This design comes from an exercise in tuning for a short achievable clock period and few clock cycles on the open sky130 flow, not from production work.
At most, simulation tests tie the RTL to the original design; equivalence was not proved.

==> inputs of 01-01 <==
==> flow/design.v (excerpt) <==
module cpu (
    input  wire        clk,
    input  wire        reset,
    output wire [31:0] imem_addr,
    input  wire [31:0] imem_rdata,
    output wire [31:0] dmem_addr,
    output wire [31:0] dmem_wdata,
    output wire        dmem_we,
    input  wire [31:0] dmem_rdata,
    output wire        halted
);
    localparam MUL_W = 122;
    localparam DOT_W = 122;
    reg  [31:0] pc_f;
    reg  [31:0] imem_addr_r;    
    reg         halted_o;       
    reg         rst_q;          
    reg         v_x;
    reg  [31:0] op1_x, op2_x, opb_x;    
    reg  [31:0] link_x;                 
    reg  [31:0] alt_x;                  
    reg         pred_x;
    reg  [4:0]  rd_x;
    reg         wx_x;                   
    reg         wl_x;                   
    reg         ld_x, st_x, br_x, jalr_x, dot_x, mulop_x, ebreak_x;
    reg         stall_x;                
    reg         fix1_x, fix2_x, fixb_x;  
    reg  [5:0]  bc_x;                   
    reg  [12:0] sel_x;                  
    reg         halted_r;
    reg  [31:0] dmem_addr_r;
    reg  [31:0] dmem_wdata_r;
    reg         dmem_we_r;
    reg         m_load;
    reg         m_mul;
    reg         m_dot;
    reg  [4:0]  m_rd;
    reg  [MUL_W-1:0] m_mcs;
    reg  [DOT_W-1:0] m_dcs;
    reg  [31:0] regs [0:31];
    assign imem_addr  = imem_addr_r;
    assign dmem_addr  = dmem_addr_r;
    assign dmem_wdata = dmem_wdata_r;
    assign dmem_we    = dmem_we_r;
    assign halted     = halted_o;
    wire stall = v_x & stall_x;
    wire ex    = v_x & ~stall_x & ~halted_r;
    wire [31:0] sum  = op1_x + opb_x;
    wire [31:0] diff = op1_x - opb_x;
    wire        lts  = $signed(op1_x) < $signed(opb_x);
    wire        ltu  = op1_x < opb_x;
    wire [31:0] shl  = op1_x << opb_x[4:0];
    wire [31:0] shr  = {{32{sel_x[7] & op1_x[31]}}, op1_x} >> opb_x[4:0];
    wire [31:0] relu = op1_x[31] ? 32'd0 : op1_x;
    wire [31:0] wa_val = ({32{sel_x[0]}}  & sum)
                       | ({32{sel_x[1]}}  & diff)
                       | ({32{sel_x[2]}}  & shl)
                       | ({32{sel_x[3]}}  & {31'd0, lts})
                       | ({32{sel_x[4]}}  & {31'd0, ltu})
                       | ({32{sel_x[5]}}  & (op1_x ^ opb_x))
                       | ({32{sel_x[6] | sel_x[7]}} & shr)
                       | ({32{sel_x[8]}}  & (op1_x | opb_x))
  ...
clock: 24.0 ns
lec_check: 0
abc_area: 0
cap_margin: 20
core_margin: 2
core_utilization: 30
gpl_routability_driven: 1
min_routing_layer: met2
slew_margin: 20
standard.sh (not shown) runs the stock make flow with config.mk's settings and CLKGATE_MAP_FILE= SYNTH_SCRIPT=/design/flow/synth_recipe.tcl, a recipe that flattens the netlist after the stock synthesis.
==> flow/flow/run.sh <==
#!/bin/bash
# Standard ORFS layout, with timing repair aimed below the clock period so that
# the optimiser keeps working after the constraint is met.
set -o pipefail
MARGIN=$(cat flow/margin.txt)
bash standard.sh SETUP_SLACK_MARGIN=$MARGIN finish > flow_make.log 2>&1
==> flow/flow/margin.txt <==
18
==> inputs of 12-06, as changes to 01-01 <==
--- a/flow/design.v
+++ b/flow/design.v
@@ -2102,19 +2102,26 @@
     reg  [31:0] pc_f;
     reg  [31:0] imem_addr_r;    
     reg         halted_o;       
     reg         rst_q;          
     reg         v_x;
     reg  [31:0] op1_x, op2_x, opb_x;    
+    reg  [31:0] mop1_x, mop2_x;         
+    reg  [31:0] sh_x;                   
+    reg  [4:0]  shamt_x;                
     reg  [31:0] link_x;                 
-    reg  [31:0] alt_x;                  
+    reg  [31:0] pc_x;                   
+    reg  [31:0] immbj_x;                
+    reg         jal_x;
     reg         pred_x;
     reg  [4:0]  rd_x;
+    reg  [31:0] rdoh_x;                 
+    reg  [31:0] rdoh_m;                 
     reg         wx_x;                   
     reg         wl_x;                   
-    reg         ld_x, st_x, br_x, jalr_x, dot_x, mulop_x, ebreak_x;
+    reg         ld_x, st_x, br_x, jalr_x, dot_x, mulop_x, ebreak_x, shift_x;
     reg         stall_x;                
     reg         fix1_x, fix2_x, fixb_x;  
     reg  [5:0]  bc_x;                   
     reg  [12:0] sel_x;                  
     reg         halted_r;
     reg  [31:0] dmem_addr_r;
@@ -2135,14 +2142,14 @@
     wire stall = v_x & stall_x;
     wire ex    = v_x & ~stall_x & ~halted_r;
     wire [31:0] sum  = op1_x + opb_x;
     wire [31:0] diff = op1_x - opb_x;
     wire        lts  = $signed(op1_x) < $signed(opb_x);
     wire        ltu  = op1_x < opb_x;
-    wire [31:0] shl  = op1_x << opb_x[4:0];
-    wire [31:0] shr  = {{32{sel_x[7] & op1_x[31]}}, op1_x} >> opb_x[4:0];
+    wire [31:0] shl  = sh_x << shamt_x;
+    wire [31:0] shr  = {{32{sel_x[7] & sh_x[31]}}, sh_x} >> shamt_x;
     wire [31:0] relu = op1_x[31] ? 32'd0 : op1_x;
     wire [31:0] wa_val = ({32{sel_x[0]}}  & sum)
                        | ({32{sel_x[1]}}  & diff)
                        | ({32{sel_x[2]}}  & shl)
                        | ({32{sel_x[3]}}  & {31'd0, lts})
                        | ({32{sel_x[4]}}  & {31'd0, ltu})
@@ -2155,19 +2162,21 @@
     wire wa_en = ex & wx_x;
     wire beq  = op1_x == op2_x;
     wire blt  = $signed(op1_x) < $signed(op2_x);
     wire bltu = op1_x < op2_x;
     wire bcond = (bc_x[0] & beq) | (bc_x[1] & ~beq) | (bc_x[2] & blt) |
                  (bc_x[3] & ~blt) | (bc_x[4] & bltu) | (bc_x[5] & ~bltu);
-    wire redirect = ex & ((br_x & (bcond ^ pred_x)) | (jalr_x & ~pred_x));
-    wire [31:0] redirect_pc = jalr_x ? {sum[31:1], 1'b0} : alt_x;
+    wire [31:0] tgt_x    = pc_x + immbj_x;
+    wire redirect = ex & ((br_x & (bcond ^ pred_x)) | ((jalr_x | jal_x) & ~pred_x));
+    wire [31:0] redirect_pc = jalr_x ? {sum[31:1], 1'b0} :
+                              (jal_x | bcond) ? tgt_x : link_x;
     wire halt_now = ex & ebreak_x;
     wire [MUL_W-1:0] mcs;
     wire [DOT_W-1:0] dcs;
-    mul_s1 u_mul1 (.a(op1_x), .b(op2_x), .cs(mcs));
-    dot_s1 u_dot1 (.a(op1_x), .b(op2_x), .cs(dcs));
+    mul_s1 u_mul1 (.a(mop1_x), .b(mop2_x), .cs(mcs));
+    dot_s1 u_dot1 (.a(mop1_x), .b(mop2_x), .cs(dcs));
     wire [31:0] mul_p, dot_p;
     mul_s2 u_mul2 (.cs(m_mcs), .p(mul_p));
     dot_s2 u_dot2 (.cs(m_dcs), .p(dot_p));
     wire        wb_en  = m_load | m_mul;
     wire [31:0] wb_val = m_load ? dmem_rdata : (m_dot ? dot_p : mul_p);
     wire [31:0] fi = imem_rdata;
@@ -2229,60 +2238,90 @@
             3'b100: f_itab[5] = 1'b1;
             3'b101: if (f_f7[5]) f_itab[7] = 1'b1; else f_itab[6] = 1'b1;
             3'b110: f_itab[8] = 1'b1;
             default: f_itab[9] = 1'b1;
         endcase
     end
+    wire f_shift = (f_i & (f_f3 == 3'b001 | f_f3 == 3'b101)) | (f_rtab & (f_f3 == 3'b001 | f_f3 == 3'b101));
     wire [12:0] f_sel = {1'b0, f_jal | f_jalr, f_relu,
                          ({10{f_i}} & f_itab) | ({10{f_rtab}} & f_tab)};
     wire [5:0] f_bc = {6{f_branch}} & {f_f3 == 3'b111, f_f3 == 3'b110, f_f3 == 3'b101,
                                         f_f3 == 3'b100, f_f3 == 3'b001, f_f3 == 3'b000};
-    wire byx1 = wa_en & (rd_x == f_rs1);
-    wire byx2 = wa_en & (rd_x == f_rs2);
-    wire bym1 = wb_en & (m_rd == f_rs1);
-    wire bym2 = wb_en & (m_rd == f_rs2);
-    wire [31:0] rf1 = rst_q ? 32'd0 : regs[f_rs1];
-    wire [31:0] rf2 = rst_q ? 32'd0 : regs[f_rs2];
+    wire [31:0] rs1_oh, rs2_oh;
+    genvar g;
+    generate
+        for (g = 0; g < 32; g = g + 1) begin : g_dec
+            assign rs1_oh[g] = f_rs1 == g;
+            assign rs2_oh[g] = f_rs2 == g;
+        end
+    endgenerate
+    wire byx1 = wa_en & |(rs1_oh & rdoh_x);
+    wire byx2 = wa_en & |(rs2_oh & rdoh_x);
+    wire bym1 = |(rs1_oh & rdoh_m);
+    wire bym2 = |(rs2_oh & rdoh_m);
+    wire [31:0] t1a [0:15], t1b [0:15];
+    wire [31:0] t2a [0:7],  t2b [0:7];
+    wire [31:0] t3a [0:3],  t3b [0:3];
+    wire [31:0] t4a [0:1],  t4b [0:1];
+    generate
+        for (g = 0; g < 16; g = g + 1) begin : g_t1
+            assign t1a[g] = f_rs1[0] ? regs[2*g+1] : regs[2*g];
+            assign t1b[g] = f_rs2[0] ? regs[2*g+1] : regs[2*g];
+        end
+        for (g = 0; g < 8; g = g + 1) begin : g_t2
+            assign t2a[g] = f_rs1[1] ? t1a[2*g+1] : t1a[2*g];
+            assign t2b[g] = f_rs2[1] ? t1b[2*g+1] : t1b[2*g];
+        end
+        for (g = 0; g < 4; g = g + 1) begin : g_t3
+            assign t3a[g] = f_rs1[2] ? t2a[2*g+1] : t2a[2*g];
+            assign t3b[g] = f_rs2[2] ? t2b[2*g+1] : t2b[2*g];
+        end
+        for (g = 0; g < 2; g = g + 1) begin : g_t4
+            assign t4a[g] = f_rs1[3] ? t3a[2*g+1] : t3a[2*g];
+            assign t4b[g] = f_rs2[3] ? t3b[2*g+1] : t3b[2*g];
+        end
+    endgenerate
+    wire [31:0] rf1 = rst_q ? 32'd0 : (f_rs1[4] ? t4a[1] : t4a[0]);
+    wire [31:0] rf2 = rst_q ? 32'd0 : (f_rs2[4] ? t4b[1] : t4b[0]);
     wire [31:0] f_rv1 = byx1 ? wa_val : bym1 ? wb_val : rf1;
     wire [31:0] f_rv2 = byx2 ? wa_val : bym2 ? wb_val : rf2;
     wire late_x = ex & wl_x;
     wire f_w1 = late_x & f_use1 & (rd_x == f_rs1);
     wire f_w2 = late_x & f_use2 & (rd_x == f_rs2);
     wire [31:0] f_seq = pc_f + 32'd4;
-    wire [19:0] pcb_hi   = pc_f[31:12];
-    wire [19:0] pcb_inc  = pcb_hi + 20'd1;
-    wire [19:0] pcb_dec  = pcb_hi - 20'd1;
-    wire [12:0] bsum     = {1'b0, pc_f[11:0]} + {1'b0, fi[7], fi[30:25], fi[11:8], 1'b0};
-    wire [19:0] bhi      = (fi[31] == bsum[12]) ? pcb_hi : (bsum[12] ? pcb_inc : pcb_dec);
-    wire [31:0] f_tgt_b  = {bhi, bsum[11:0]};
-    wire [11:0] pcj_hi   = pc_f[31:20];
-    wire [11:0] pcj_inc  = pcj_hi + 12'd1;
-    wire [11:0] pcj_dec  = pcj_hi - 12'd1;
-    wire [20:0] jsum     = {1'b0, pc_f[19:0]} + {1'b0, fi[19:12], fi[20], fi[30:21], 1'b0};
-    wire [11:0] jhi      = (fi[31] == jsum[20]) ? pcj_hi : (jsum[20] ? pcj_inc : pcj_dec);
-    wire [31:0] f_tgt_j  = {jhi, jsum[19:0]};
-    wire [31:0] f_tgt    = f_jal ? f_tgt_j : f_tgt_b;
+    wire [10:0] lsum_b = {1'b0, pc_f[9:0]} + {1'b0, fi[29:25], fi[11:8], 1'b0};
+    wire [10:0] lsum_j = {1'b0, pc_f[9:0]} + {1'b0, fi[29:21], 1'b0};
+    wire f_ok_b = (fi[7] == fi[31]) & (fi[30] == fi[31]) & (lsum_b[10] == fi[31]);
+    wire f_ok_j = (fi[19:12] == {8{fi[31]}}) & (fi[20] == fi[31]) & (fi[30] == fi[31]) &
+                  (lsum_j[10] == fi[31]);
+    wire [9:0]  f_tlo  = f_jal ? lsum_j[9:0] : lsum_b[9:0];
+    wire [31:0] f_tgt  = {pc_f[31:10], f_tlo};
+    wire [31:0] f_immbj = f_jal ? f_imm_j : f_imm_b;
     wire x_add  = wa_en & sel_x[0];             
     wire f_fast = x_add & (rd_x == f_rs1);      
-    wire [31:0] f_jtgt = sum + f_imm_i;
-    wire sum_z = sum == 32'd0;
+    wire [10:0] jlo    = {1'b0, sum[9:0]} + {1'b0, fi[29:20]};
+    wire        f_ok_r = (fi[30] == fi[31]) & (jlo[10] == fi[31]);
+    wire [31:0] f_jtgt = {sum[31:10], jlo[9:0]};
+    wire [31:0] zx    = op1_x ^ opb_x;
+    wire [31:0] zo    = op1_x | opb_x;
+    wire sum_z = (zx ^ {zo[30:0], 1'b0}) == 32'd0;
     reg  f_bz;    
     always @(*) begin
         case (f_f3)
             3'b000:  f_bz = sum_z;
             3'b001:  f_bz = ~sum_z;
             3'b100:  f_bz = sum[31];
             3'b101:  f_bz = ~sum[31];
             3'b111:  f_bz = 1'b1;
             default: f_bz = 1'b0;
         endcase
     end
     wire f_bfast  = f_branch & f_fast & (f_rs2 == 5'd0);
-    wire f_jfast  = f_jalr & f_fast;
+    wire f_jfast  = f_jalr & f_fast & f_ok_r;
     wire f_bstat  = fi[31] & (f_f3[2:1] != 2'b01);
-    wire f_pred   = f_jal | f_jfast | (f_branch & (f_bfast ? f_bz : f_bstat));
+    wire f_pred   = (f_jal & f_ok_j) | f_jfast | (f_branch & f_ok_b & (f_bfast ? f_bz : f_bstat));
     wire [31:0] f_npc = f_jfast ? {f_jtgt[31:1], 1'b0} : f_pred ? f_tgt : f_seq;
     wire hold = halted_r | halt_now | stall;
     always @(posedge clk) begin
         rst_q <= reset;
         if (reset) begin
             pc_f      <= 32'd0;
@@ -2291,12 +2330,13 @@
             v_x       <= 1'b0;
             stall_x   <= 1'b0;
             halted_r  <= 1'b0;
             dmem_we_r <= 1'b0;
             m_load    <= 1'b0;
             m_mul     <= 1'b0;
+            rdoh_m    <= 32'd0;
         end else begin
             if (halt_now)
                 halted_r <= 1'b1;
             if (v_x & ~stall_x & ebreak_x)
                 halted_o <= 1'b1;
             if (!(halt_now | stall))
@@ -2308,38 +2348,55 @@
             end else if (stall) begin
                 stall_x <= 1'b0;
             end
             dmem_we_r <= ex & st_x;
             m_load    <= ex & ld_x & wl_x;
             m_mul     <= ex & mulop_x & wl_x;
+            rdoh_m    <= (ex & wl_x) ? (32'd1 << rd_x) : 32'd0;
         end
         if (!hold) begin
             op1_x    <= f_rv1;
             op2_x    <= f_rv2;
+            if (f_mul | f_dot) begin
+                mop1_x <= f_rv1;
+                mop2_x <= f_rv2;
+            end
+            if (f_shift) begin
+                sh_x    <= f_rv1;
+                shamt_x <= f_immb ? f_imm[4:0] : f_rv2[4:0];
+            end
             opb_x    <= f_immb ? f_imm : f_rv2;
             link_x   <= f_seq;
-            alt_x    <= f_pred ? f_seq : f_tgt;
+            pc_x     <= pc_f;
+            immbj_x  <= f_immbj;
+            jal_x    <= f_jal;
             pred_x   <= f_pred;
             rd_x     <= f_rd;
+            rdoh_x   <= (f_wx & f_rdnz) ? (32'd1 << f_rd) : 32'd0;
             wx_x     <= f_wx & f_rdnz;
             wl_x     <= f_wl & f_rdnz;
             ld_x     <= f_load;
             st_x     <= f_store;
             br_x     <= f_branch;
             jalr_x   <= f_jalr;
             dot_x    <= f_dot;
             mulop_x  <= f_mul | f_dot;
+            shift_x  <= f_shift;
             ebreak_x <= f_ebreak;
             fix1_x   <= f_w1;
             fix2_x   <= f_w2;
             fixb_x   <= f_w2 & ~f_immb;
             bc_x     <= f_bc;
             sel_x    <= f_sel;
         end else if (stall) begin
             if (fix1_x) op1_x <= wb_val;
             if (fix2_x) op2_x <= wb_val;
+            if (fix1_x & mulop_x) mop1_x <= wb_val;
+            if (fix1_x & shift_x) sh_x <= wb_val;
+            if (fixb_x & shift_x) shamt_x <= wb_val[4:0];
+            if (fix2_x & mulop_x) mop2_x <= wb_val;
             if (fixb_x) opb_x <= wb_val;
         end
         dmem_addr_r  <= sum;
         dmem_wdata_r <= op2_x;
         m_dot        <= dot_x;
         m_rd         <= rd_x;
- GPL_ROUTABILITY_DRIVEN: 1 -> not set
- MIN_ROUTING_LAYER: met2 -> not set
==> notes <==
- 12-06 finished with timing, DRC and antenna clean. 01-01 never finished: it broke off in global routing (5_1_grt) (GRT-0116).
- Against 01-01, the area after synthesis of 12-06 is larger by 10%.
- Synthesized cell count: 01-01 is higher than 12-06 (2.5%).
==> figures <==
| metric | 01-01 | 12-06 |
|---|---|---|
| FP Rows | 227 | 238 |
| Fraction of the mapped netlist area in compound gates | 27.2% | 18.5% |
| Number of buffers added by the clock tree synthesis step | 197 | 205 |
| Register bit count reported by yosys | 1570 | 1756 |
| Number of synthesized flops with an enable pin | 195 | 349 |
| Area fraction in and, or, nand and nor cells after synthesis | 14.1% | 13.4% |
| Die Width | 623 microns | 654 microns |
| Status | did not finish | complete, no violations |
| Failing step | global routing (5_1_grt) | - |
| Total cell area at the placement stage | 126000 sq um | 135000 sq um |
| Net Count, Synth | 15050 | 14653 |
| CTS-repair resized insts | 1577 | 1299 |
| Count of unique library cells instantiated by Yosys | 102 | 109 |
| Die extent in y | 623 microns | 654 microns |
| Sink count of the clock tree | 1570 | 1756 |
| Synth top area share | 23.9% | 22.2% |
| Number of cells in the design after placement | 18253 | 18330 |
| Half-perimeter wire length of the detailed placement result | 488000 microns | 373000 microns |
| XOR/XNOR share of the synthesized area | 2.00% | 1.81% |
| Buffers inserted by post-CTS timing repair | 450 | 218 |
| Most common cell in the synthesized netlist | nor2_1 | dfxtp_1 |
| Placer Congestion | 1.15 | 0.991 |
| Average instance area after synthesis | 8.34 sq um | 9.42 sq um |
| Number of instances in the synthesized netlist | 13785 | 13450 |
Testbench counts of 12-06, summed over its fixed seeds: cycles 52,385.
For 01-01, only the layout was checked, not whether the RTL still works.

[what the ideal ports hide]
The flow's constraints put no driver on any port. The routed layout listed below was extracted and timed again, unchanged, in two steps.
Step 1 sets driving cells, clkbuf_16 on the clock port and buf_2 on the other inputs (assumed; they add their load-dependent delay and slew).
Step 2 times the ports against the registers' clock, not the clock port: input delays grow and output delays shrink by t, the midpoint of the rising clock arrivals with the driver on.
Slacks: ideal ports / drivers / drivers and shift; pairs: ideal ports / drivers.
run: 12-06
t (ns): 1.059
slack for setup (ns): 17.075 / 16.810 / 15.751
worst hold slack (ns): 0.449 / 0.449 / 0.449
latest minus earliest clock arrival (ns): 0.116 / 0.116
slew at the worst register clock pin (ns): 0.07 / 0.07
After both steps setup and hold are still met in 12-06. For 12-06, drivers alone change the setup slack by -0.265 ns; drivers and shift together by -1.324 ns.
